This is an optimization exercise on Yosys and OpenROAD, whose aim is small area, not a production implementation. Only simulation tests tie the RTL to the original design; equivalence was not proved. No activity file was given, so power comes from the tool's default toggle rates.

$ cat design/flow/config.mk
export PLATFORM = sky130hd
export DESIGN_NAME = gowin_top_entity
export DESIGN_NICKNAME = gowin_top_entity
export VERILOG_FILES = /design/flow/design.v
export SDC_FILE = /design/flow/constraint.sdc
export NUM_CORES = 4
export LEC_CHECK = 0
export CAP_MARGIN = 20
export CORE_MARGIN = 2
export CORE_UTILIZATION = 40
export SLEW_MARGIN = 20
$ cat design/flow/constraint.sdc
create_clock -name core_clock -period 40.0 [get_ports {Sys_clk}]
set_input_delay 8.0000 -clock core_clock [delete_from_list [all_inputs] [get_ports {Sys_clk}]]
set_output_delay 8.0000 -clock core_clock [all_outputs]
set_load 0.01 [all_outputs]
$ cat design/flow/design.v
module CW_DFF ( i_Clk , i_Rst , i_En , i_Din , o_Qout );
    parameter n = 4;
    parameter [ n -1 :0 ] RV = {n{1'b0}};
    input   i_Clk, i_Rst, i_En;
    input   [ n -1 :0 ]  i_Din;
    output  [ n -1 :0 ]  o_Qout;
    reg     [ n -1 :0 ]  o_Qout;
    always @ ( posedge i_Clk )
        if ( i_Rst )
            o_Qout <= RV;
        else if ( i_En )
            o_Qout <= i_Din;
endmodule
module CW_rDFF ( i_Clk , i_pRst, i_En, i_Din , o_Qout );
    parameter n = 4;
    input   i_Clk, i_pRst, i_En;
    input   [ n -1 :0 ]  i_Din;
    output  [ n -1 :0 ]  o_Qout;
    reg     [ n -1 :0 ]  o_Qout;
    always @ ( posedge i_Clk ) begin
        if (i_pRst)
            o_Qout <= {{n-1{1'b0}},1'b1};
        else if (i_En)
            o_Qout <= i_Din;
    end
endmodule
module CW_Div_Even (i_Clk,i_Rst,i_En,o_Clk,o_Rise,i_Div);
input i_Clk, i_Rst, i_En;
parameter WIDE = 32;
input [WIDE-1:0] i_Div;
output o_Clk, o_Rise;
reg outCLK;
reg [WIDE-1:0 ]Cnt ;
wire wrap = !(Cnt < (i_Div[WIDE-1:1]-1));
 always @ (posedge i_Clk)
 begin
 if (i_Rst) begin Cnt <= 0; outCLK <= 1'b0; end
 else if (i_En) begin
 if (!wrap) Cnt <= Cnt +32'b1;   
 else begin Cnt <= 0; outCLK <= ~outCLK; end
 end
 end
 assign o_Clk = outCLK ;
 assign o_Rise = i_En & wrap & ~outCLK ;
 endmodule
module CW_Clk_Div(i_CLK,i_Rst,i_En,o_CLK,o_Rise,i_Div);
  input i_CLK, i_Rst, i_En;
  output o_CLK, o_Rise;
  parameter WIDE = 32;
input [WIDE-1:0] i_Div ;
wire CLK_Even;
assign o_CLK = CLK_Even ;
CW_Div_Even DUT_Even (.i_Clk(i_CLK),.i_Rst(i_Rst),.i_En(i_En),.o_Clk(CLK_Even),.o_Rise(o_Rise), .i_Div(i_Div));
endmodule
module  CW_Reset_Delay ( i_Clk, i_Key, o_Reset);
parameter DELAY = 28'd16;
input       i_Clk;
input       i_Key;
output      o_Reset;
reg o_Reset;
reg [27:0]  Count;
always @ ( posedge i_Clk )
    begin
        if ( i_Key )
            begin
                Count   <=  28'h0;
                o_Reset <=  1'b0;
            end
        else
            begin
                if(Count!=DELAY)
                    begin
                        Count   <=  Count+28'h1;
                        o_Reset  <=  1'b0;
                    end
                else
                    o_Reset <=  1'b1;
            end
    end
endmodule
module CW_UDL_Count(Clk, kRst, En, pRst, Inc, Dec, Load, i_Data, o_Qout) ;
  parameter n = 8 , num = 100,initial_value = 17'd3661;
  input Clk, kRst, En, pRst, Inc, Dec, Load ;
  input  [n-1:0] i_Data ;
  output [n-1:0] o_Qout ;
  reg    [n-1:0]   next ;  
  wire carry_add,carry_sub;
  CW_DFF #(n, initial_value) Dut_UDL_Count( .i_Clk(Clk) , .i_Rst(kRst) , .i_En(En) , .i_Din(next) , .o_Qout(o_Qout) );
  assign  carry_add = pRst ? 1'b0 : ( Dec == 1'b0  &&   (o_Qout > (num - 1 ) ) ? 1'b1  :  1'b0 );
  assign  carry_sub = pRst ? 1'b0 : ( Dec == 1'b1  &&    o_Qout == {         n{1'b0}          }    ? 1'b1  :  1'b0 );
  always@(*) begin
	 casex( {pRst,carry_add, carry_sub,  Inc, Dec, Load} )
		  6'b1xxxxx: next = initial_value ;  
		  6'b0xxxx1: next = i_Data ;     
		  6'b010x0x: next = {n{1'b0}} ;  
        6'b001010: next = n - {{(n-1){1'b0}}, 1'b1} ; 
        6'b000100: next = o_Qout + {{(n-1){1'b0}}, 1'b1};  
        6'b000010: next = o_Qout - {{(n-1){1'b0}}, 1'b1};  
        default: next = o_Qout ;
    endcase
  end
endmodule
module CW_Shift_Register1(clk, rst, en, out) ;
  parameter n = 4 ;
  input clk, rst, en;
  output [n-1:0] out ;
wire [n-1:0] next =  {out[n-2:0],out[n-1]} ;
  CW_rDFF #(n) Dut_Shift_Register1(clk,rst, en, next, out) ;
endmodule
module CW_Mux21 (Data_Path_A, Data_Path_B, Sel, Data_Out);
     parameter n = 8 ;
   input[n-1:0] Data_Path_A; 
   input[n-1:0] Data_Path_B; 
   input Sel; 
   output[n-1:0] Data_Out; 
   wire  [n-1:0] Data_Out;
   assign Data_Out = (Sel == 1'b0) ? Data_Path_A : Data_Path_B ;
endmodule
module CW_Mux31 (Data_Path_A, Data_Path_B, Data_Path_C,Sel, Data_Out); 
   parameter n = 8 ;
   input[n-1:0] Data_Path_A; 
   input[n-1:0] Data_Path_B; 
   input[n-1:0] Data_Path_C; 
   input[2:0] Sel; 
   output[n-1:0] Data_Out; 
   wire  [n-1:0] Data_Out;
   assign Data_Out = (Sel ==  3'b100) ? Data_Path_A :
                     (Sel ==  3'b010) ? Data_Path_B :
                     (Sel ==  3'b001) ? Data_Path_C :  {n{1'bx}};
endmodule
module CW_Mux21_OneHot (Data_Path_A, Data_Path_B, Sel, Data_Out);
     parameter n = 8 ;
   input[n-1:0] Data_Path_A; 
   input[n-1:0] Data_Path_B; 
   input [1:0] Sel; 
   output[n-1:0] Data_Out; 
   wire  [n-1:0] Data_Out;
   assign Data_Out = (Sel == 2'b01) ? Data_Path_A : 
                     (Sel == 2'b10) ? Data_Path_B : {n{1'b0}};
endmodule
module CW_GT_Comp(a, b, eq) ;
  parameter k=8 ;
  input  [k-1:0]   a ;
  input  [k-1:0]   b ;
  output eq ;
  assign   eq = (a > b) ;
endmodule
module CW_LT_Comp(a, b, eq) ;
  parameter k=8 ;
  input  [k-1:0]   a ;
  input  [k-1:0]   b ;
  output eq ;
  assign   eq = (a < b) ;
endmodule
module CW_EqComp(a, b, eq) ;
  parameter k=8 ;
  input  [k-1:0]   a ;
  input  [k-1:0]   b ;
  output eq ;
  assign   eq = (a == b) ;
endmodule
module Dec24(a,b) ;
   parameter n=2 ;
   parameter m=4 ;
   input  [n-1:0] a ;
   output [m-1:0] b ;
   assign b = 4'b1<<a ;
endmodule
module Timer1(clk, en, krst, rst, tload, tsel, done) ;
  parameter n=3 ;
  input clk, en, krst, rst, tload, tsel ;
  output done ;
  wire [n-1:0] count ; 
  reg  [n-1:0] next_count ;
  CW_DFF  #(n) state(clk, krst, en, next_count, count) ;
  assign done = ~(|count) ; 
  always@(*) begin
    casex({rst, tload, tsel, done})
      4'b1xxx: next_count = 3'b0 ;
      4'b011x: next_count = 3'd2 ;
      4'b010x: next_count = 3'd1 ;
      4'b00x0: next_count = count - 3'b1 ;
      4'b00x1: next_count = count ;
      default: next_count = count ;
    endcase
  end
endmodule
module Flash(clk, en, krst, rst, in, out) ;
  input clk, en, krst, rst, in ;  
  output out ;	        
  reg  out ;                        
  wire [4-1:0] state, next ;  
  reg  [4-1:0] next1  ;       
  reg  tload, tsel ;                
  wire done ;                       
  CW_DFF #(4) state_reg(clk, krst, en, next, state) ;
  Timer1 timer(clk, en, krst, rst, tload, tsel, done) ;
  always @(*) begin
    case(state) 
      4'b0000: {out, tload, tsel, next1} = 
              {1'b0, 1'b1, 1'b1, in ? 4'b0001 : 4'b0000 } ;
      4'b0001:   {out, tload, tsel, next1} = 
              {1'b1, done, 1'b0, done ? 4'b0010 : 4'b0001 } ;
      4'b0010:   {out, tload, tsel, next1} = 
              {1'b0, done, 1'b1, done ? 4'b0011 : 4'b0010 } ;
      4'b0011:   {out, tload, tsel, next1} = 
              {1'b1, done, 1'b0, done ? 4'b0100 : 4'b0011 } ;
      4'b0100:   {out, tload, tsel, next1} = 
              {1'b0, done, 1'b1, done ? 4'b0101 : 4'b0100 } ;
      4'b0101:   {out, tload, tsel, next1} = 
              {1'b1, done, 1'b1, done ? 4'b1001 : 4'b0101 } ;
      4'b1001 :{out, tload, tsel, next1} = 
              {1'b0, 1'b1, 1'b1, 4'b1010 } ;
      4'b1010 :{out, tload, tsel, next1} = 
              {1'b0, 1'b1, 1'b1, 4'b1011 } ;
      4'b1011 :{out, tload, tsel, next1} = 
              {1'b0, 1'b1, 1'b1, 4'b1100 } ;
      4'b1100 :{out, tload, tsel, next1} = 
              {1'b0, 1'b1, 1'b1, 4'b1101 } ;
      4'b1101 :{out, tload, tsel, next1} = 
              {1'b0, 1'b1, 1'b1, 4'b1110 } ;
        4'b1110 :{out, tload, tsel, next1} = 
              {1'b0, 1'b1, 1'b1, 4'b1111 } ;
        4'b1111 :{out, tload, tsel, next1} = 
              {1'b0, 1'b1, 1'b1, 4'b1000 } ;
        4'b1000 :{out, tload, tsel, next1} = 
              {1'b0, 1'b1, 1'b1, 4'b0111 } ;
        4'b0111 :{out, tload, tsel, next1} = 
              {1'b0, 1'b1, 1'b1, 4'b0000 } ;
      default:{out, tload, tsel, next1} = 
              {1'b1, done, 1'b1, done ? 4'b0000 : 4'b0101 } ;
    endcase
  end
  assign next = rst ? 4'b0000 : next1 ;
endmodule 
module Timer2(clk, en, krst, rst, tload, tsel, done, codd) ;
  parameter n=4 ;
  input clk, en, krst, rst, tload, tsel, codd ;
  output done ;
  wire [n-1:0] count ; 
  reg  [n-1:0] next_count ;
  CW_DFF #(n) state(clk, krst, en, next_count, count) ;
  assign done = ~(|count) ;
  always@(*) begin
    casex({rst, tload, tsel, done})
      4'b1xxx: next_count = 4'b0 ;
      4'b011x: next_count = codd? 4'd4 :4'd4;
      4'b010x: next_count = 4'd4 ;
      4'b00x0: next_count = count - 1'b1 ;
      4'b00x1: next_count = count ;
      default: next_count = count ;
    endcase
  end
endmodule
module Counter2(clk, en, krst, rst, cload, cdec, cdone) ;
  parameter n=5 ;
  input clk, en, krst, rst, cload, cdec ;
  output cdone;
  wire [n-1:0] count ; 
  reg  [n-1:0] next_count ;
  wire cdone , codd ;
  CW_DFF #(n) state(clk, krst, en, next_count, count) ;
  assign cdone = ~(|count) ;
  always@(*) begin
    casex({rst, cload, cdec, cdone})
      4'b1xxx: next_count = 5'b0 ;
      4'b01xx: next_count = 20 - 1 ;
      4'b0010: next_count = count - 1'b1 ;
      4'b00x1: next_count = count ;
      default: next_count = count ;
    endcase
  end
endmodule
module Flash2(clk, en, krst, rst, in, out) ;
  input clk, en, krst, rst, in ;  
  output out ;	        
  reg  out ;                        
  wire [2-1:0] state, next ;  
  reg  [2-1:0] next1  ;       
  reg  tload, tsel, cload, cdec ;   
  wire tdone, cdone,codd ; 
  CW_DFF #(2) state_reg(clk, krst, en, next, state) ;
  Timer2   timer(clk, en, krst, rst, tload, tsel, tdone, 1'b1) ;
  Counter2 counter(clk, en, krst, rst, cload, cdec, cdone) ;
  always @(*) begin
    case(state) 
      2'b00:  {out, tload, tsel, cload, cdec,  next1} = 
               {1'b0, 1'b1, 1'b1, 1'b1, 1'b0, 
                in ? 2'b01 : 2'b00 } ;
      2'b01:{out, tload, tsel, cload, cdec, next1} = 
               {1'b1, tdone, 1'b0, 1'b0, 1'b0, 
                tdone ? (cdone ? 2'b00 : 2'b10) : 2'b01 } ;
      2'b10:{out, tload, tsel, cload, cdec, next1} = 
               {1'b0, tdone, 1'b1, 1'b0, tdone, 
                tdone ? 2'b01 : 2'b10 } ;
      default:{out, tload, tsel, cload, cdec, next1} = 
               {1'b0, tdone, 1'b1, 1'b0, tdone, 
                tdone ? 2'b01 : 2'b10 } ;
    endcase
  end
  assign next  = rst ?  2'b00:  next1;
endmodule  
module CW_Alarm(Clk,kRst,Clk_10hz,p_Global_Rst,Clock_Sec_Cnt,Sw,Key,BeepCtrl,Alarm_Hour_min);
input Clk,kRst,Clk_10hz,p_Global_Rst,Sw;
input [1:0] Key;
input [16:0] Clock_Sec_Cnt;
output BeepCtrl;
output [16:0]  Alarm_Hour_min;
wire [16:0] Alarm_Sec_Cnt;
wire EQ_Flag;
wire Beepctrl;
CW_EqComp #(17) Dut_Eqcomp_zero (.a(Alarm_Hour_min), .b(Clock_Sec_Cnt), .eq(EQ_Flag) );
Flash2 Dut_Flash2 (.clk(Clk), .en(Clk_10hz), .krst(kRst), .rst(p_Global_Rst), .in(EQ_Flag), .out(BeepCtrl)) ; 
CW_UDL_Count #(17,17'd86399,17'd3660) Dut_CW_UDL_Count_Alarm(
.Clk(Clk), .kRst(kRst), .En(Clk_10hz), .pRst(p_Global_Rst), .Inc(1'b0), .Dec(1'b0), .Load(Sw), 
.i_Data(Alarm_Sec_Cnt), .o_Qout(Alarm_Hour_min)) ;
 wire [3:0] Alarm_Mod_Cnt_oneHot ;
 wire [11:0] Alarm_Adjust_Increase;
 Dec24 Dut_Key2Onehot(.a(Key[1:0]),.b( Alarm_Mod_Cnt_oneHot)) ;
CW_Mux21_OneHot #(12) Dut_CW_Mux21_Alarm_Sec_Cnt(
	.Data_Path_A(12'd3600), 
	.Data_Path_B(12'd60), 
	.Sel(Alarm_Mod_Cnt_oneHot[2:1]),
	.Data_Out(Alarm_Adjust_Increase) );
wire [16:0] Alarm_Sec_Cnt_tmp;
assign Alarm_Sec_Cnt =  Alarm_Sec_Cnt_tmp > 17'd86399 ? 17'd0 : Alarm_Sec_Cnt_tmp ;	
assign Alarm_Sec_Cnt_tmp = Sw  ?   Alarm_Hour_min + Alarm_Adjust_Increase : Alarm_Hour_min ;
endmodule
module  CW_Seven_Segment_Numeric_LED_4Bit_Disp
(
	CLK, KRst, En, RSTn, idata_valid,oData_fetched,iLed_FourCode, Seven_Segment_Code_Out, Bit_Sel_Out
);
	input  CLK, KRst, En, RSTn, idata_valid;
	input  [23:0] iLed_FourCode;
	output [7:0]  Seven_Segment_Code_Out; 
	output [4:1]  Bit_Sel_Out;
	output oData_fetched;
	parameter	
	         bit_3 		= 6'b1101,
				bit_2 		= 6'b1011,
				bit_1 		= 6'b0111,
				bit_4 		= 6'b1110,
				bit_dark   	= 6'b1111,
				bit_all 	= 6'b0000;
	reg   [5:0]  Single_Seven_Segment_Code;
	wire  [23:0] Led_FourCode;
	wire  [23:0] Led_FourCode_TMP;
	wire [4:1] BIT_CS_Current;
   	wire  clk_400hz = CLK;
	CW_DFF #(24, {6'd40,6'd41,6'd63,6'd63}) Led_FourCode_DFF(.i_Clk(clk_400hz),.i_Rst(KRst),.i_En(En),.i_Din(Led_FourCode_TMP),.o_Qout(Led_FourCode));
	assign oData_fetched = idata_valid == 1'b1 &&  BIT_CS_Current == bit_2;
CW_Mux31 #(24) Dut_CW_Mux31(
	.Data_Path_A({6'd40,6'd41,6'd63,6'd63}), 
	.Data_Path_B(iLed_FourCode), 
	.Data_Path_C(Led_FourCode),
	.Sel(
	{ RSTn == 1'b0,
	~(RSTn == 1'b0) && idata_valid==1'b1 && BIT_CS_Current==4'b0111,
	~(RSTn == 1'b0|(idata_valid==1'b1 && BIT_CS_Current==4'b0111))}),
	.Data_Out(Led_FourCode_TMP) ); 
	parameter		_0    = 8'b1100_0000, 	  
					_1    = 8'b1111_1001, 	 
					_2    = 8'b10100100,	 
					_3    = 8'b10110000,	 
					_4    = 8'b10011001,	 
					_5    = 8'b10010010,	 
					_6    = 8'b10000010,	 
					_7    = 8'b11111000,	 
					_8    = 8'b10000000,	 
					_9    = 8'b10010000,	 
					_A    = 8'b11001110,	 
					_b    = 8'b11000111,	 
					_C    = 8'b11000011,	 
					_D    = 8'b11100001, 	 
					_E    = 8'b11010001,	 
					_F    = 8'b11010000,	 
					_0dot = 8'b0100_0000,
					_1dot = 8'b0111_1001, 
					_2dot = 8'b00100100,
					_3dot = 8'b00110000,
					_4dot = 8'b00011001,
					_5dot = 8'b00010010,
					_6dot = 8'b00000010,
					_7dot = 8'b01111000,
					_8dot = 8'b00000000,
					_9dot = 8'b00010000,
					_Adot = 8'b01001110,
					_bdot = 8'b01000111,
					_Cdot = 8'b01000011,
					_Ddot = 8'b01100001, 
					_Edot = 8'b01010001,
					_Fdot = 8'b01010000,
 					_neg  = 8'b10111111,            
					_h    = 8'b0000_1011,
					_i    = 8'b1101_1111, 
					_M    = 8'b0000_0000,  
					_Dark  = 8'b1111_1111;  
	always @ (*)
	 begin
		case (BIT_CS_Current)
			bit_1:     Single_Seven_Segment_Code = Led_FourCode[5:0];
			bit_2:     Single_Seven_Segment_Code = Led_FourCode[11:6];
			bit_3:     Single_Seven_Segment_Code = Led_FourCode[17:12];
			bit_4:     Single_Seven_Segment_Code = Led_FourCode[23:18];			
			default :  Single_Seven_Segment_Code = Led_FourCode[5:0];
		endcase
	end
	reg [7:0] seven_segment_code;
	always @ (*)	
	  begin
		case(Single_Seven_Segment_Code)
			6'd0:   seven_segment_code = _0;
			6'd1:   seven_segment_code = _1;
			6'd2:   seven_segment_code = _2;
			6'd3:   seven_segment_code = _3;
			6'd4:   seven_segment_code = _4;
			6'd5:   seven_segment_code = _5;
			6'd6:   seven_segment_code = _6;
			6'd7:   seven_segment_code = _7;
			6'd8:   seven_segment_code = _8;
			6'd9:   seven_segment_code = _9;
			6'd10:  seven_segment_code = _A;
			6'd11:  seven_segment_code = _b;
			6'd12:  seven_segment_code = _C;
			6'd13:  seven_segment_code = _D;
			6'd14:  seven_segment_code = _E;
			6'd15:  seven_segment_code = _F;
			6'd16:  seven_segment_code = _0dot;
			6'd17:  seven_segment_code = _1dot;
			6'd18:  seven_segment_code = _2dot;
			6'd19:  seven_segment_code = _3dot;
			6'd20:  seven_segment_code = _4dot;
			6'd21:  seven_segment_code = _5dot;
			6'd22:  seven_segment_code = _6dot;
			6'd23:  seven_segment_code = _7dot;
			6'd24:  seven_segment_code = _8dot;
			6'd25:  seven_segment_code = _9dot;
			6'd26:  seven_segment_code = _Adot;
			6'd27:  seven_segment_code = _bdot;
			6'd28:  seven_segment_code = _Cdot;
			6'd29:  seven_segment_code = _Ddot;
			6'd30:  seven_segment_code = _Edot;
			6'd31:  seven_segment_code = _Fdot;
			6'd40:  seven_segment_code = _h;
			6'd41:  seven_segment_code = _i;
			6'd62:  seven_segment_code = _M;
			6'd63:  seven_segment_code = _Dark;
		 default:  seven_segment_code = _Dark;
		endcase
	end
	assign Seven_Segment_Code_Out = ~seven_segment_code; 
	assign Bit_Sel_Out = BIT_CS_Current;
	reg [3:0] BIT_CS_next;
	CW_DFF #(4, 4'b0111) BIT_CS_DFF(.i_Clk(clk_400hz),.i_Rst(KRst),.i_En(En),.i_Din(BIT_CS_next),.o_Qout(BIT_CS_Current));
	always @ (*)
	 begin
	  case (BIT_CS_Current)
			bit_1: BIT_CS_next = bit_2;
			bit_2: BIT_CS_next = bit_3;
			bit_3: BIT_CS_next = bit_4;
			bit_4: BIT_CS_next = bit_1;
		  default:BIT_CS_next = bit_1;
	  endcase
	end
endmodule
module gowin_top_entity(
Sys_clk  ,
Beep ,
Key , 
Sw ,
Uart_rxd ,
Uart_txd ,
Blue_Led ,
Tri_color_LED_1,
Tri_color_LED_2,
Tri_color_LED_3,
Tri_color_LED_4,
Dig_Seg_Sel  ,
Seg_Blue_Led
);
    input            Sys_clk  ;        
    output       Beep ; 
    input   [8:1]  Key ;          
    input   [4:1]  Sw ;           
    input           Uart_rxd ;             
    output          Uart_txd ;            
    output  [8:1]  Blue_Led ;            
    output  [2:0] Tri_color_LED_1;         
    output  [2:0] Tri_color_LED_2;        
    output  [2:0] Tri_color_LED_3;        
    output  [2:0] Tri_color_LED_4;        
    output    [3:0]  Dig_Seg_Sel  ;        
    output    [7:0]  Seg_Blue_Led  ;        
assign Tri_color_LED_2 = 3'b000;
assign Tri_color_LED_3 = 3'b000;
assign Uart_txd = 1'b1;
wire [2:0] virtul_Tri_color_LED_1;
wire [2:0] virtul_Tri_color_LED_2;
wire [2:0] virtul_Tri_color_LED_3;
wire [2:0] virtul_Tri_color_LED_4;
wire [19:0] virtul_key;
wire  virtul_Sys_Clk_50Mhz;
wire [4:1] virtul_Sw;
wire [8:1]  virtul_Blue_Led ;  
wire    [3:0]  virtul_Dig_Seg_Sel  ;        
wire    [7:0]  virtul_Seg_Blue_Led  ;        
wire virtul_Beep ; 
wire [8:1]  Blue_Led ;  
wire [8:1]  Key;
wire [4:1]  Sw; 
wire Beep ; 
wire Sys_clk  ;        
wire    [3:0]  Dig_Seg_Sel  ;        
wire    [7:0]  Seg_Blue_Led  ;        
assign  Dig_Seg_Sel = {virtul_Dig_Seg_Sel[0],virtul_Dig_Seg_Sel[1],virtul_Dig_Seg_Sel[2],virtul_Dig_Seg_Sel[3]}  ;
assign  Seg_Blue_Led = ~virtul_Seg_Blue_Led;
assign  Beep  = virtul_Beep; 
assign  virtul_key[0] = ~Key[1] ;
assign  virtul_key[7:6] = ~Key[8:7] ;
assign virtul_Sys_Clk_50Mhz = Sys_clk;
assign virtul_Sw[1] = Sw[1];
assign virtul_Sw[2] = Sw[2];
assign virtul_Sw[3] = Sw[3];
assign virtul_Sw[4] = Sw[4];
assign Tri_color_LED_1 = virtul_Tri_color_LED_1 ;
assign Tri_color_LED_4 = virtul_Tri_color_LED_4 ;
assign virtul_Tri_color_LED_1[0] = virtul_key[0] ;
assign virtul_Tri_color_LED_1[2] = 1'b0 ;
wire Reset_Delay;
assign virtul_Tri_color_LED_1[1] = Reset_Delay;
assign Blue_Led = virtul_Blue_Led;
CW_Reset_Delay	#(28'd16)	DUT_Reset_Delay	(	
							 .i_Clk(virtul_Sys_Clk_50Mhz),   
							 .i_Key(virtul_key[0]), 
							 .o_Reset(Reset_Delay));
wire p_Global_Rst;
assign p_Global_Rst = ~ Reset_Delay ;							 
wire Clk_1khz,Clk_1hz, rst_clock;
wire [16:0] Sec_Cnt;
wire [3:0] hour_tens;
wire [3:0] hour_ones;
wire [3:0] minute_tens;
wire [3:0] minute_ones;
wire [3:0] sec_tens;
wire [3:0] sec_ones;
wire Clock_Load;
assign Clock_Load = virtul_Sw[1];
wire Adjust_Clock_Load ;
assign Adjust_Clock_Load = ~Clock_Load;
wire [16:0] Adjust_Sec_Cnt;
wire [16:0] next_Adjust_Sec_Cnt;
wire [16:0] next1_Adjust_Sec_Cnt;
wire [11:0] Adjust_Increase;
wire Tick_1khz, Tick_1hz, Tick_10hz, Tick_400hz;
wire k_Rst = virtul_key[0];
CW_Clk_Div Dut_CW_Clk_Div_1khz  (.i_CLK(virtul_Sys_Clk_50Mhz),.i_Rst(k_Rst),.i_En(1'b1),.o_CLK(Clk_1khz),.o_Rise(Tick_1khz),.i_Div(32'd4));
CW_Clk_Div  Dut_CW_Clk_Div_1hz   (.i_CLK(virtul_Sys_Clk_50Mhz),.i_Rst(k_Rst),.i_En(Tick_1khz),.o_CLK(Clk_1hz),.o_Rise(Tick_1hz),.i_Div(32'd20));
CW_UDL_Count #(17,17'd86399,17'd0) Dut_CW_UDL_Count_Run(.Clk(virtul_Sys_Clk_50Mhz), .kRst(k_Rst), .En(Tick_1hz), .pRst(p_Global_Rst), .Inc(1'b1), .Dec(1'b0), .Load(Clock_Load), .i_Data(Adjust_Sec_Cnt), .o_Qout(Sec_Cnt)) ;
 wire [1:0] Mod_Cnt_bin ;
 wire [2:0] Mod_Cnt_oneHot ;
reg previous_Sw,Sw_Pulse;
always @(posedge virtul_Sys_Clk_50Mhz)
begin
if (k_Rst) previous_Sw<=1'b0;
else if (Tick_10hz) previous_Sw<=virtul_Sw[1];
end 
always @(posedge virtul_Sys_Clk_50Mhz)
begin
if (k_Rst)
   Sw_Pulse <= 1'b0;
else if (Tick_10hz) begin
if ({previous_Sw,virtul_Sw[1]}==2'b01)
   Sw_Pulse <= 1'b1;
else if ({previous_Sw,virtul_Sw[1]}==2'b10)
   Sw_Pulse <= 1'b0;
end
end
wire Sw_Pulse_Rise = Tick_10hz & ~Sw_Pulse & ({previous_Sw,virtul_Sw[1]}==2'b01);
CW_Shift_Register1 #(3) Dut_CW_Shift_Register1(virtul_Sys_Clk_50Mhz, p_Global_Rst | k_Rst, Sw_Pulse_Rise, Mod_Cnt_oneHot) ;
assign virtul_Blue_Led [8:1] = {Mod_Cnt_oneHot,1'b0,virtul_key[7:6],1'b0,Sec_Cnt[0]};
 assign virtul_Tri_color_LED_4= Mod_Cnt_oneHot;
 CW_Mux31 #(12) Dut_CW_Mux31_Adjust_Sec_Cnt(
	.Data_Path_A(12'd3600), 
	.Data_Path_B(12'd60), 
	.Data_Path_C(12'b1),
	.Sel(Mod_Cnt_oneHot),
	.Data_Out(Adjust_Increase) );
wire [16:0] Adjust_Sec_Cnt_tmp;
assign Adjust_Sec_Cnt =  Adjust_Sec_Cnt_tmp > 17'd86399 ? 17'd0 : Adjust_Sec_Cnt_tmp ;
assign Adjust_Sec_Cnt_tmp = virtul_Sw[2]  ?   Sec_Cnt + Adjust_Increase : Sec_Cnt ;    
wire [11:0] min_sec;
assign min_sec = Sec_Cnt%12'd3600;
wire Clk_10hz;
wire GT_zero,LT_twenty;
wire Beep_ctrl;
CW_GT_Comp #(12) Dut_GTcomp_zero (.a(min_sec), .b(12'b0), .eq(GT_zero) );
CW_LT_Comp #(12) Dut_LTcomp_20seconds (.a(min_sec), .b(12'd20), .eq(LT_twenty) );
CW_Clk_Div  Dut_CW_Clk_Div_10hz   (.i_CLK(virtul_Sys_Clk_50Mhz),.i_Rst(k_Rst),.i_En(Tick_1khz),.o_CLK(Clk_10hz),.o_Rise(Tick_10hz),.i_Div(32'd2));
Flash Dut_Flash (.clk(virtul_Sys_Clk_50Mhz), .en(Tick_10hz), .krst(k_Rst), .rst(p_Global_Rst), .in(GT_zero&LT_twenty), .out(Beep_ctrl)) ; 
wire Alarm_BeepCtrl;
assign virtul_Beep = (Clk_1khz & Beep_ctrl) | (Clk_1khz & Alarm_BeepCtrl);
wire [16:0] Alarm_Sec_Cnt;
CW_Alarm Dut_alarm(
.Clk(virtul_Sys_Clk_50Mhz),
.kRst(k_Rst),
.Clk_10hz(Tick_10hz),
.p_Global_Rst(p_Global_Rst),
.Clock_Sec_Cnt(Sec_Cnt),
.Sw(virtul_Sw[3]),
.Key({~virtul_key[7],~virtul_key[6]}),
.BeepCtrl( Alarm_BeepCtrl ),
.Alarm_Hour_min(Alarm_Sec_Cnt));
wire [3:0] Alarm_hour_tens;
wire [3:0] Alarm_hour_ones;
wire [3:0] Alarm_minute_tens;
wire [3:0] Alarm_minute_ones;
wire [3:0] Alarm_sec_tens;
wire [3:0] Alarm_sec_ones;
wire [12:0] Alarm_tmp_line;
wire [11:0] Alarm_tmp_line_jia;
wire [7:0] Alarm_tmp_line_yi;
wire [5:0] Alarm_tmp_line_bing;
wire [1:0] Alarm_tmp_line_ding;
assign  { Alarm_tmp_line,Alarm_hour_tens} = Alarm_Sec_Cnt/16'd36_000;
assign  { Alarm_tmp_line_jia, Alarm_hour_ones} = (Alarm_Sec_Cnt%16'd36_000)/12'd3600 ;
assign   { Alarm_tmp_line_yi, Alarm_minute_tens} = (Alarm_Sec_Cnt%12'd3600)/10'd600;
assign   { Alarm_tmp_line_bing, Alarm_minute_ones } = (Alarm_Sec_Cnt%10'd600)/6'd60 ;
assign   { Alarm_tmp_line_ding, Alarm_sec_tens } = (Alarm_Sec_Cnt%6'd60)/4'd10 ;
assign   Alarm_sec_ones  =Alarm_Sec_Cnt%4'd10;
wire [3:0] Alarm_bit4_seg7 ;
wire [3:0] Alarm_bit3_seg7 ;
wire [3:0] Alarm_bit2_seg7 ;
wire [3:0] Alarm_bit1_seg7 ;
wire Alarm_data_fetched;
wire [23:0] Alarm_Hex_FourNum;
CW_Mux21 Alarm_Dut_mux_mod1 (.Data_Path_A({Alarm_hour_tens,Alarm_hour_ones}), .Data_Path_B({Alarm_minute_tens,Alarm_minute_ones}), .Sel(virtul_Sw[4]), .Data_Out({Alarm_bit4_seg7,Alarm_bit3_seg7}));
CW_Mux21 Alarm_Dut_mux_mod2 (.Data_Path_A({Alarm_minute_tens,Alarm_minute_ones}), .Data_Path_B({Alarm_sec_tens,Alarm_sec_ones}), .Sel(virtul_Sw[4]), .Data_Out({Alarm_bit2_seg7,Alarm_bit1_seg7}));
assign Alarm_Hex_FourNum = {{2'b01,Alarm_bit1_seg7,2'b01,Alarm_bit2_seg7,2'b01,Alarm_bit3_seg7,2'b01,Alarm_bit4_seg7}};
wire [12:0] tmp_line;
wire [11:0] tmp_line_jia;
wire [7:0] tmp_line_yi;
wire [5:0] tmp_line_bing;
wire [1:0] tmp_line_ding;
assign  { tmp_line,hour_tens} = Sec_Cnt/16'd36_000;
assign  { tmp_line_jia, hour_ones} = (Sec_Cnt%16'd36_000)/12'd3600 ;
assign   { tmp_line_yi, minute_tens} = (Sec_Cnt%12'd3600)/10'd600;
assign   { tmp_line_bing, minute_ones } = (Sec_Cnt%10'd600)/6'd60 ;
assign   { tmp_line_ding, sec_tens } = (Sec_Cnt%6'd60)/4'd10 ;
assign   sec_ones  =Sec_Cnt%4'd10;
wire [3:0] bit4_seg7 ;
wire [3:0] bit3_seg7 ;
wire [3:0] bit2_seg7 ;
wire [3:0] bit1_seg7 ;
wire data_fetched;
wire [23:0] Hex_FourNum;
CW_Mux21 Dut_mux_mod1 (.Data_Path_A({hour_tens,hour_ones}), .Data_Path_B({minute_tens,minute_ones}), .Sel(virtul_Sw[4]), .Data_Out({bit4_seg7,bit3_seg7}));
CW_Mux21 Dut_mux_mod2 (.Data_Path_A({minute_tens,minute_ones}), .Data_Path_B({sec_tens,sec_ones}), .Sel(virtul_Sw[4]), .Data_Out({bit2_seg7,bit1_seg7}));
assign Hex_FourNum = {{2'b00,bit1_seg7,2'b00,bit2_seg7,1'b0,Sec_Cnt[0],bit3_seg7,2'b00,bit4_seg7}};
wire [23:0] Hex_FourNum_path;
assign Hex_FourNum_path = virtul_Sw[3] ? Alarm_Hex_FourNum : Hex_FourNum ;
wire Clk_400hz;
CW_Clk_Div Dut_CW_Clk_400hz(.i_CLK(virtul_Sys_Clk_50Mhz),.i_Rst(k_Rst),.i_En(1'b1),.o_CLK(Clk_400hz),.o_Rise(Tick_400hz),.i_Div(32'd10) );
CW_Seven_Segment_Numeric_LED_4Bit_Disp  Dut_CW_Seven_Segment_Numeric_LED_Disp
(
	.CLK(virtul_Sys_Clk_50Mhz), .KRst(k_Rst), .En(Tick_400hz), .RSTn(~p_Global_Rst), .idata_valid(1'b1),.oData_fetched(data_fetched),
    .iLed_FourCode(Hex_FourNum_path), .Seven_Segment_Code_Out(virtul_Seg_Blue_Led), .Bit_Sel_Out(virtul_Dig_Seg_Sel) );	 
endmodule
$ cat design/flow/run.sh
#!/bin/bash
# synth_recipe.tcl (not shown) runs the flow's synth.tcl, then flattens the netlist and writes it again
# the make line also repeats each setting of config.mk as NAME=value (left out here)
make -C /OpenROAD-flow-scripts/flow DESIGN_CONFIG=/design/flow/config.mk WORK_HOME=/design/flow/orfs CLKGATE_MAP_FILE= SYNTH_SCRIPT=/design/flow/synth_recipe.tcl finish
==> results.txt <==
-- worst max-delay path, delay by kind of cell --
family	cells	cell delay [ns]
buffers and inverters	4	1.64
-- Yosys cell counts (19+ instances only) --
cell type and number:
sky130_fd_sc_hd__o22ai_1 46, sky130_fd_sc_hd__o211ai_1 60, sky130_fd_sc_hd__buf_2 24, sky130_fd_sc_hd__o31ai_1 46, sky130_fd_sc_hd__inv_1 110, sky130_fd_sc_hd__nor2b_1 50
sky130_fd_sc_hd__o221ai_1 19, sky130_fd_sc_hd__o21ai_1 20, sky130_fd_sc_hd__and2_1 57, sky130_fd_sc_hd__nand2_1 374, sky130_fd_sc_hd__buf_1 29, sky130_fd_sc_hd__or3_1 48
sky130_fd_sc_hd__o32ai_1 21, sky130_fd_sc_hd__nor3_1 129, sky130_fd_sc_hd__nand3_1 162, sky130_fd_sc_hd__nor4_1 57, sky130_fd_sc_hd__nand2b_1 37, sky130_fd_sc_hd__ha_1 47
sky130_fd_sc_hd__dfxtp_1 208, sky130_fd_sc_hd__and3_1 58, sky130_fd_sc_hd__xor2_1 70, sky130_fd_sc_hd__o21ai_0 299, sky130_fd_sc_hd__clkbuf_1 193, sky130_fd_sc_hd__or2_2 42
sky130_fd_sc_hd__a21boi_0 19, sky130_fd_sc_hd__buf_4 22, sky130_fd_sc_hd__mux2i_1 67, sky130_fd_sc_hd__a211oi_1 48, sky130_fd_sc_hd__a21o_1 33, sky130_fd_sc_hd__xnor2_1 164
sky130_fd_sc_hd__a21oi_1 287, sky130_fd_sc_hd__a22oi_1 41, sky130_fd_sc_hd__nor2_1 411, sky130_fd_sc_hd__nand4_1 43, sky130_fd_sc_hd__a31oi_1 75, sky130_fd_sc_hd__a221oi_1 19
sky130_fd_sc_hd__o21a_1 40
-- power breakdown --
| group | total, W | switching (W) | internal (W) |
|---|---|---|---|
| sequential | 0.000217 | 0.00000417 | 0.000213 |
| combinational | 0.000243 | 0.000151 | 0.0000925 |
| clock | 0.000216 | 0.0000853 | 0.000131 |
| total | 0.000677 | 0.000240 | 0.000436 |
-- flip-flops by register name (all words and copies together), names as in the netlist, named ones only --
signal and count:
Dut_CW_Shift_Register1.Dut_Shift_Register1.o_Qout 3, Dut_CW_Clk_Div_10hz.DUT_Even.outCLK 1, Dut_alarm.Dut_CW_UDL_Count_Alarm.Dut_UDL_Count.o_Qout 15, Dut_alarm.Dut_Flash2.state_reg.o_Qout 2
Dut_CW_UDL_Count_Run.Dut_UDL_Count.o_Qout 17, previous_Sw 1, Dut_CW_Clk_Div_1hz.DUT_Even.outCLK 1, DUT_Reset_Delay.Count 28
Dut_CW_Clk_400hz.DUT_Even.outCLK 1, Dut_CW_Seven_Segment_Numeric_LED_Disp.BIT_CS_DFF.o_Qout 4, Dut_CW_Clk_Div_1hz.DUT_Even.Cnt 32, Sw_Pulse 1
Dut_CW_Clk_400hz.DUT_Even.Cnt 32, Dut_Flash.state_reg.o_Qout 4, Dut_alarm.Dut_Flash2.timer.state.o_Qout 4, Dut_alarm.Dut_Flash2.counter.state.o_Qout 5
DUT_Reset_Delay.o_Reset 1, Dut_Flash.timer.state.o_Qout 3, Dut_CW_Clk_Div_1khz.DUT_Even.outCLK 1, Dut_CW_Clk_Div_1khz.DUT_Even.Cnt 32
-- layout make-up --
cell class | count | area (µm²) | share of cell area
Sequential cell | 208 | 4170 | 0.1428
Tap cell | 882 | 1104 | 0.03780
Multi-Input combinational cell | 3461 | 21940 | 0.7514
Clock inverter | 6 | 122.6 | 0.004200
Clock buffer | 32 | 639.4 | 0.02190
Inverter | 123 | 461.7 | 0.01581
Timing Repair Buffer | 91 | 760.7 | 0.02606
-- cells in the final DEF, fill, tap and decap left out, types with 19 or more instances in the layout --
cell and count:
sky130_fd_sc_hd__a211oi_1 47, sky130_fd_sc_hd__a21boi_0 19, sky130_fd_sc_hd__a21o_1 33, sky130_fd_sc_hd__a21oi_1 287
sky130_fd_sc_hd__a22oi_1 41, sky130_fd_sc_hd__a31oi_1 75, sky130_fd_sc_hd__and2_1 57, sky130_fd_sc_hd__and3_1 58
sky130_fd_sc_hd__buf_4 60, sky130_fd_sc_hd__clkbuf_16 23, sky130_fd_sc_hd__clkdlybuf4s50_1 31, sky130_fd_sc_hd__conb_1 68
sky130_fd_sc_hd__dfxtp_1 203, sky130_fd_sc_hd__ha_1 47, sky130_fd_sc_hd__inv_1 110, sky130_fd_sc_hd__mux2i_1 67
sky130_fd_sc_hd__nand2_1 374, sky130_fd_sc_hd__nand2b_1 36, sky130_fd_sc_hd__nand3_1 162, sky130_fd_sc_hd__nand4_1 43
sky130_fd_sc_hd__nor2_1 411, sky130_fd_sc_hd__nor2b_1 49, sky130_fd_sc_hd__nor3_1 128, sky130_fd_sc_hd__nor4_1 57
sky130_fd_sc_hd__o211ai_1 60, sky130_fd_sc_hd__o21a_1 40, sky130_fd_sc_hd__o21ai_0 298, sky130_fd_sc_hd__o21ai_1 21
sky130_fd_sc_hd__o221ai_1 19, sky130_fd_sc_hd__o22ai_1 46, sky130_fd_sc_hd__o31ai_1 46, sky130_fd_sc_hd__o32ai_1 21
sky130_fd_sc_hd__or2_2 42, sky130_fd_sc_hd__or3_1 48, sky130_fd_sc_hd__xnor2_1 164, sky130_fd_sc_hd__xor2_1 70
-- layer usage --
layer	wire, µm	up-vias
met3	4310	127
met1	38770	13850
met4	2103	4
met2	37460	846
li1	-	14760
met5	27	-
-- metrics by stage --
step | cell area (µm²) | utilization
after detailed placement | 28420 | 0.4166
final | 29190 | 0.4279
after CTS | 29180 | 0.4277
after floorplan | 27690 | -
after global routing | 29190 | 0.4279
after global placement | 28420 | 0.4165
-- worst max-delay path by stage --
stage                                     to
after global routing      Tri_color_LED_1[0]
after floorplan           Tri_color_LED_1[0]
after CTS                 Tri_color_LED_1[0]
after global placement    Tri_color_LED_1[0]
final                     Tri_color_LED_1[0]
after detailed placement  Tri_color_LED_1[0]
-- kinds of logic after synthesis --
logic type | count (synthesis) | synth area share
muxes | 99 | 0.04117
and+or+nand+nor | 1599 | 0.2922
buffers and inverters | 394 | 0.05881
other | 2 | 0.0002736
adders and majority gates | 66 | 0.02872
xor gates and xnor gates | 242 | 0.07992
AOI/OAI and AO/OA | 1387 | 0.3472
DFF | 208 | 0.1517
==> results.txt <==
Global route:
- Entering global routing, the biggest net connects 70 pins.
- The routing layer with the top usage in global route is met2.
- The via count of the first global-routing pass came to 26470.
- The met3 usage is 0.02061.
- The number of antenna violations at the first check in global routing was 2.
- The met2 track utilization from global routing is 0.3713.
- For this run, the total global-route usage over all layers was measured as 0.2233.
- The first global-routing pass estimated 135.7 mm of wire.
- For met1 alone, demand over resource in global routing was 0.3082.
- The remaining global-route overflow is 0.

STA:
- The max-slew violation count was 0.
- The transition time of the tightest slew-check pin is 1.066 ns.
- The final cycle utilization of the critical path is 0.4416.
- Measured against its own limit, the worst slew margin works out to 0.2872.
- Setup violations remaining at the end of the flow were counted as 0.
- The upper clock frequency limit is 56.61 MHz.
- Once routing completed, OpenROAD measured the worst setup slack at 22.34 ns.
- The clock period could shrink to 17.66 ns.
- The number of hold violations in the final report is 0.
- Setup repair after global routing left no endpoint under its margin.
- The worst hold slack across all endpoints is 0.4344 ns.
- The post-route clock skew is 0.01186 ns.
- The final-layout setup total negative slack is 0 ns.

Clock network:
- After clock tree synthesis, the clock-pin slew on the worst setup and hold paths is 0.06 ns.
- The number of levels the H-tree was split into is 1.
- Counting every sink on the clock net gives 208.
- The clock passes through at most 3 buffers.
- At the later pin of the worst-skew pair, clock insertion delay measures 0.53 ns.
- The total clock buffers created by CTS is 23.
- The clock root buffer master is sky130_fd_sc_hd__clkbuf_16.
- Buffers inserted to repair hold after CTS numbered 0.
- TritonCTS built the clock tree.
- The number of buffers inserted by post-CTS setup repair is 0.
- Post-CTS repair changed the size of 0 cells.

Yosys:
- By area the synthesized netlist is led by sky130_fd_sc_hd__dfxtp_1, sky130_fd_sc_hd__nor2_1, sky130_fd_sc_hd__o21ai_0.
- The synthesized netlist contains 138 unique library cells.
- The number of enable-type register cells in the synthesized netlist is 0.
- The dominant register cell in the synthesized netlist is sky130_fd_sc_hd__dfxtp_1.
- The count of state elements after synthesis is 208.
- The Yosys warning count is 20.
- The share of synthesized area occupied by flip-flops and latches is 0.1517.
- The proportion of synthesized flip-flops having asynchronous set or reset is 0.
- Dividing the synthesized area by the synthesized cell count gives 6.866 µm².
- The post-synthesis cell count is 3997.
- The share of the synthesized area in the top cell type is 0.1517.
- The area of the mapped netlist is 27450 µm².
- sky130_fd_sc_hd__dfxtp_1 takes more of the synthesized area than any other cell.

Detailed routing:
- The total DRC errors in the routed layout is 0.
- For this run, the detailed router's first-pass iteration total came to 7.
- The final layout contains routed wiring with a total length of 82.67 mm.
- Once detail routing completed, the nets flagged for antenna violations numbered 0.
- The vias after detailed routing is 29590.
- For this block, the initial DRC count from the detailed router was 2357.
- The via density per instance is 6.160.
- Dividing the detail-routed wire length by the instance count gives 17.21 µm.

Critical path:
- The internal reg-to-reg setup slack is 26.57 ns.
- The critical path's most frequent cell is sky130_fd_sc_hd__clkdlybuf4s50_1.
- The worst-case reg-to-reg path depth is 36.
- The critical-path maximum fanout is 30.
- The arrival time of data at the critical path endpoint is 9.66 ns.
- The highest cell delay on the worst timing path is 0.55 ns.
- The kind of critical path is in -> out.
- The critical path startpoint category is a primary input.
- The critical path goes through clkdlybuf4s50_1 > buf_4 > inv_2 > clkdlybuf4s50_1.
- The element type at the critical path end is an output port.
- The data required time of the critical path is 32.00 ns.
- In this run the worst setup path begins at Key[1].
- On the critical path, the stage with the largest delay is an instance of sky130_fd_sc_hd__clkdlybuf4s50_1.

Job:
- The number of max-capacitance violations reported is 0.

Hold path:
- The path class of the tightest hold or removal check is reg -> reg.
- The worst hold path begins at Dut_CW_Clk_400hz.DUT_Even.Cnt[0].
- Along the worst hold path, the cell count comes to 1.
- The end point of the most critical hold path is Dut_CW_Clk_400hz.DUT_Even.Cnt[0].

Placed design:
- Port buffering added 31 buffers.
- In this run, placement finished with an instance count of 4764.
- The placed wire-length estimate is 59.78 mm.
- The pre-CTS worst setup slack is 22.33 ns.
- At the end of routability-driven placement, the weighted congestion stood at 0.9201.

Floorplan:
- The initial utilization of the core area, before any placement, comes to 0.4023.
- The area of the core region is 68230 µm².
- In this run the horizontal extent of the chip is 265.9 µm.
- The floorplan step defined a die boundary enclosing 70720 µm².
- The floorplan has 96 rows.
- The I/O pin count is 48.
- The chip height is 265.9 µm.

Final layout:
- After the flow finishes, the layout carries non-filler instances totaling 4803.
- The net total in the final layout is 3970.
- Of the cells placed in the final design, the portion with a size suffix greater than 1 is 0.07065.
- The repair_antennas step left the layout with diodes totalling 0.
- Counting the fill cells in the layout gives 7086.
- The area growth from synthesis to layout is 6.373%.

Pwr:
- Dividing total power by cell area gives a power density of 23.18 nW/µm².
- The total power after layout is 0.0006767 W.
- The peak supply drop is 39.09 µV.
- Summed over all cells, the static leakage comes to 10.56 nW.

Run status:
- The run finished with no timing, DRC or antenna violations.

-- static timing again, ports no longer ideal --
The flow's constraints put no driver on any port. The routed layout listed below was extracted and timed again, unchanged, in two steps. Step 1 (the two cells are an assumption about what drives the block):
set clk [get_ports {Sys_clk}]
set_driving_cell -lib_cell sky130_fd_sc_hd__clkbuf_16 $clk
set_driving_cell -lib_cell sky130_fd_sc_hd__buf_2 [delete_from_list [all_inputs] $clk]
Step 2, shift: input delay + t, output delay - t, t = (earliest + latest rising clock arrival at the registers) / 2. This alone moves slack from input paths to output paths. Three values: no drivers, after step 1, after step 2; two values: the first two.
t, ns: 0.566
setup WS [ns]: 22.335 / 22.314 / 22.314
worst hold slack (ns): 0.434 / 0.434 / 0.434
cell pins on the clock port's net: 1
After both steps this run still meets setup and hold. The setup slack of this run moves by -0.021 ns with the drivers and by -0.021 ns with both steps.
